Source: an optimization exercise on an open RTL-to-GDS flow (aim: small area and a short achievable clock period). Production flows keep margins and buffers that such runs may drop.
In this exercise RTL edits were held to simulation tests only and were not proved equivalent to the original.

==> inputs of trial 21 <==
## dsconv_top
module dsconv_top(clk, reset, datasize, numOfOutmaps,
                  rddataF, rddataAddrF, addrF,
                  rddataweightD, addrweightD,
                  rddataweightP, addrweightP,
                  validP, outaddrP, outdataP, layer_doneP);
==> module fetchStage2, before the edit <==
module fetchStage2(clk, reset, rddata, rddataPosition, addr, go, nz, nzposition, valid, layer_done);
    input               clk, reset, go;
    input [31:0]        rddata, rddataPosition;
    output logic [31:0] nz, nzposition;
    output logic [15:0] addr;
    output logic        valid, layer_done;
    logic [13:0]        waddr;
    assign addr = {waddr, 2'b00};
    always_ff @(posedge clk) begin
        if (reset) begin
            waddr <= 0;
            layer_done <= 0;
            nz <= 0;
            nzposition <= 0;
            valid <= 0;
        end else if (!layer_done) begin
            if (go) begin
                nz <= rddata;
                nzposition <= rddataPosition;
                waddr <= waddr + 1'b1;
                valid <= 1;
                if (&rddataPosition) layer_done <= 1;
            end else
                valid <= 0;
        end
    end
endmodule
==> module depthconv2, before the edit <==
module depthconv2(clk, reset, new_weight, weight_addr, nz, nzposition, valid_in, datasize,
                  layer_done_in, layer_done_out, rdy, valid_out, outdata, outdataPosition);
    input               clk, reset, valid_in, layer_done_in;
    input [31:0]        new_weight, nz, nzposition;
    input [5:0]         datasize;
    output logic [11:0] weight_addr;
    output logic        rdy, valid_out, layer_done_out;
    output logic [31:0] outdata, outdataPosition;
    logic               load_weights;
    logic [4:0]         prev_inmap;
    logic [9:0]         waddr;
    logic [2:0]         count, prev_count;
    logic [3:0]         en;
    logic [31:0]        kv0, kv1, kv2, kv3;
    logic [5:0]         d, dm1;
    logic [7:0]         k3;
    logic [8:0]         k5, k7;
    assign weight_addr = {waddr, 2'b00};
    wire [4:0] inmap = nzposition[31:27];
    wire [26:0] pos = nzposition[26:0];
    function automatic logic ge9(input [8:0] a, input [8:0] b);
        logic g;
        g = 1;
        for (int i = 0; i < 9; i++)
            g = (a[i] & !b[i]) | (a[i] & g) | (!b[i] & g);
        ge9 = g;
    endfunction
    wire [8:0] km [0:7];
    assign km[0] = 9'd0;
    assign km[1] = {3'b0, d};
    assign km[2] = {2'b0, d, 1'b0};
    assign km[3] = {1'b0, k3};
    assign km[4] = {1'b0, d, 2'b0};
    assign km[5] = k5;
    assign km[6] = {k3, 1'b0};
    assign km[7] = k7;
    wire [8:0] ph = pos[11:3];
    logic [2:0] qh, ql;
    logic [8:0] ksel1, ksel2;
    always_comb begin
        qh = 0;
        ksel1 = 0;
        for (int m = 1; m < 8; m++)
            if (ge9(ph, km[m])) begin qh = m; ksel1 = km[m]; end
    end
    wire [5:0] r1hi = ph[5:0] - ksel1[5:0];
    wire [8:0] r1 = {r1hi, pos[2:0]};
    always_comb begin
        ql = 0;
        ksel2 = 0;
        for (int m = 1; m < 8; m++)
            if (ge9(r1, km[m])) begin ql = m; ksel2 = km[m]; end
    end
    wire [5:0] col = r1[5:0] - ksel2[5:0];
    wire [5:0] row = {qh, ql};
    wire colfirst = (col == 0);
    wire collast = (col == dm1);
    wire hi = |pos[26:12];
    wire top = !hi & (row < dm1);
    wire bot = hi | (row != 0);
    wire [3:0] fl = {!colfirst & bot, !collast & bot, !colfirst & top, !collast & top} & en;
    wire s0 = fl[0];
    wire s1 = fl[1] & !fl[0];
    wire s2 = fl[2] & !fl[1] & !fl[0];
    wire s3 = fl[3] & !fl[2] & !fl[1] & !fl[0];
    wire calculations = valid_in | (|fl);
    assign valid_out = calculations;
    assign rdy = !((prev_inmap != inmap) | load_weights | calculations);
    wire [31:0] k = ({32{s0}} & kv0) | ({32{s1}} & kv1) | ({32{s2}} & kv2) | ({32{s3}} & kv3);
    wire [6:0] newposition = s1 ? 7'd1 : (s2 | s3) ? {1'b0, d} + {6'b0, s3} : 7'd0;
    function automatic logic [31:0] rsub(input [31:0] x, input [31:0] y);
        logic b;
        b = 0;
        for (int i = 0; i < 32; i++) begin
            rsub[i] = x[i] ^ y[i] ^ b;
            b = (!x[i] & y[i]) | (!x[i] & b) | (y[i] & b);
        end
    endfunction
    assign outdataPosition = rsub({5'b0, pos}, {25'b0, newposition});
    wire [31:0] nz3;
    wire [15:0] u1, u2, u3;
    dsc_x3f x0(.m(nz), .p(nz3));
    udec4 e0(.a(k), .s1(u1), .s2(u2), .s3(u3));
    bmu m0(.s1(u1), .s2(u2), .s3(u3), .m(nz), .m3(nz3), .p(outdata));
    always_ff @(posedge clk) begin
        if (reset) begin
            en <= 4'hF;
            load_weights <= 1;
            prev_inmap <= 0;
            waddr <= 0;
            prev_count <= 0;
            count <= 0;
            layer_done_out <= 0;
        end else if (!layer_done_in) begin
            prev_count <= count;
            prev_inmap <= inmap;
            if ((prev_inmap != inmap) & !load_weights) begin
                load_weights <= 1;
                waddr <= {3'b0, inmap, 2'b00};
                count <= 0;
            end
            if (load_weights) begin
                waddr <= waddr + 1'b1;
                count <= count + 1'b1;
                if (count >= 3) load_weights <= 0;
            end
            if (calculations & !load_weights) begin
                if (s0) en[0] <= 0;
                else if (s1) en[1] <= 0;
                else if (s2) en[2] <= 0;
                else if (s3) en[3] <= 0;
            end else
                en <= 4'hF;
        end else
            layer_done_out <= 1;
    end
    always_ff @(posedge clk) begin
        if (prev_count == 3'd0) kv0 <= new_weight;
        if (prev_count == 3'd1) kv1 <= new_weight;
        if (prev_count == 3'd2) kv2 <= new_weight;
        if (prev_count == 3'd3) kv3 <= new_weight;
    end
    always_ff @(posedge clk) begin
        d <= datasize;
        dm1 <= d - 1'b1;
        k3 <= {1'b0, d, 1'b0} + d;
        k5 <= {1'b0, d, 2'b0} + d;
        k7 <= {d, 3'b0} - d;
    end
endmodule
clock: 110.0 ns
lec_check: 0
cap_margin: 20
core_margin: 2
core_utilization: 45
cts_cluster_diameter: 80
cts_cluster_size: 30
place_density: 0.5
slew_margin: 20
synth_hierarchical: 1
synth_minimum_keep_size: 0
standard.sh (not shown) runs the stock make flow with config.mk's settings and CLKGATE_MAP_FILE= SYNTH_SCRIPT=/design/flow/synth_recipe.tcl, a recipe that flattens the netlist after the stock synthesis.
==> flow/flow/run.sh <==
#!/bin/bash
# Standard layout, with the port buffers made from the small
# sky130_fd_sc_hd__buf_1 instead of the cell buffer_ports picks by default.
set -o pipefail
export BUFFER_PORTS_ARGS="-buffer_cell sky130_fd_sc_hd__buf_1"
bash standard.sh > standard.log 2>&1
==> inputs of trial 42, as changes to trial 21 <==
--- a/flow/design.v
+++ b/flow/design.v
@@ -17,5 +17,5 @@
             if (go) begin
                 nz <= rddata;
-                nzposition <= rddataPosition;
+                nzposition <= {rddataPosition[31:27], 15'b0, rddataPosition[11:0]};
                 waddr <= waddr + 1'b1;
                 valid <= 1;
@@ -83,7 +83,6 @@
     wire colfirst = (col == 0);
     wire collast = (col == dm1);
-    wire hi = |pos[26:12];
-    wire top = !hi & (row < dm1);
-    wire bot = hi | (row != 0);
+    wire top = (row < dm1);
+    wire bot = (row != 0);
     wire [3:0] fl = {!colfirst & bot, !collast & bot, !colfirst & top, !collast & top} & en;
     wire s0 = fl[0];
@@ -96,13 +95,13 @@
     wire [31:0] k = ({32{s0}} & kv0) | ({32{s1}} & kv1) | ({32{s2}} & kv2) | ({32{s3}} & kv3);
     wire [6:0] newposition = s1 ? 7'd1 : (s2 | s3) ? {1'b0, d} + {6'b0, s3} : 7'd0;
-    function automatic logic [31:0] rsub(input [31:0] x, input [31:0] y);
+    function automatic logic [11:0] rsub(input [11:0] x, input [11:0] y);
         logic b;
         b = 0;
-        for (int i = 0; i < 32; i++) begin
+        for (int i = 0; i < 12; i++) begin
             rsub[i] = x[i] ^ y[i] ^ b;
             b = (!x[i] & y[i]) | (!x[i] & b) | (y[i] & b);
         end
     endfunction
-    assign outdataPosition = rsub({5'b0, pos}, {25'b0, newposition});
+    assign outdataPosition = {20'b0, rsub(pos[11:0], {5'b0, newposition})};
     wire [31:0] nz3;
     wire [15:0] u1, u2, u3;
==> notes.md <==
Run status: trial 21 no timing/DRC/antenna violations; trial 42 no timing/DRC/antenna violations
Initial Utilization: trial 21 0.453; trial 42 0.453
Post-layout util: trial 21 0.479; trial 42 0.478
Area fraction of clock buffers and clock inverters: trial 21 0.0228; trial 42 0.0211
Proportion of cell area occupied by registers: trial 21 0.166; trial 42 0.166
Placement row count: trial 21 188; trial 42 187
Die extent in y: trial 21 519 um; trial 42 516 um
Achievable frequency: trial 21 42.4 MHz; trial 42 42.4 MHz
Hold Crit Endpoint: trial 21 d0.en[3]; trial 42 f0.valid
Antenna fix cells: trial 21 16; trial 42 9
Final worst clock skew: trial 21 101 ps; trial 42 76.2 ps
Non-clock buffers: trial 21 794; trial 42 787

[port drivers added, routing unchanged]
How much do the figures lean on ideal ports? The routed layouts below were timed once more, with nothing changed but the port constraints. Step 1, drivers: a clkbuf_16 drives clk and a buf_2 each remaining input, both assumed. Step 2, shift: input delay + t, output delay - t, t = (earliest + latest rising clock arrival at the registers) / 2. This alone moves slack from input paths to output paths. Slacks: ideal ports / drivers / drivers and shift; pairs: ideal ports / drivers.
run | t, ns | setup slack, ns | latest minus earliest clock arrival (ns)
trial 21 | 0.944 | 86.392 / 86.302 / 86.102 | 0.101 / 0.101
trial 42 | 0.932 | 86.413 / 86.309 / 86.371 | 0.078 / 0.079
After both steps setup and hold are still met in every run listed. The setup slack of trial 21, which loses most, moves by -0.090 ns with the drivers and by -0.290 ns with both steps.
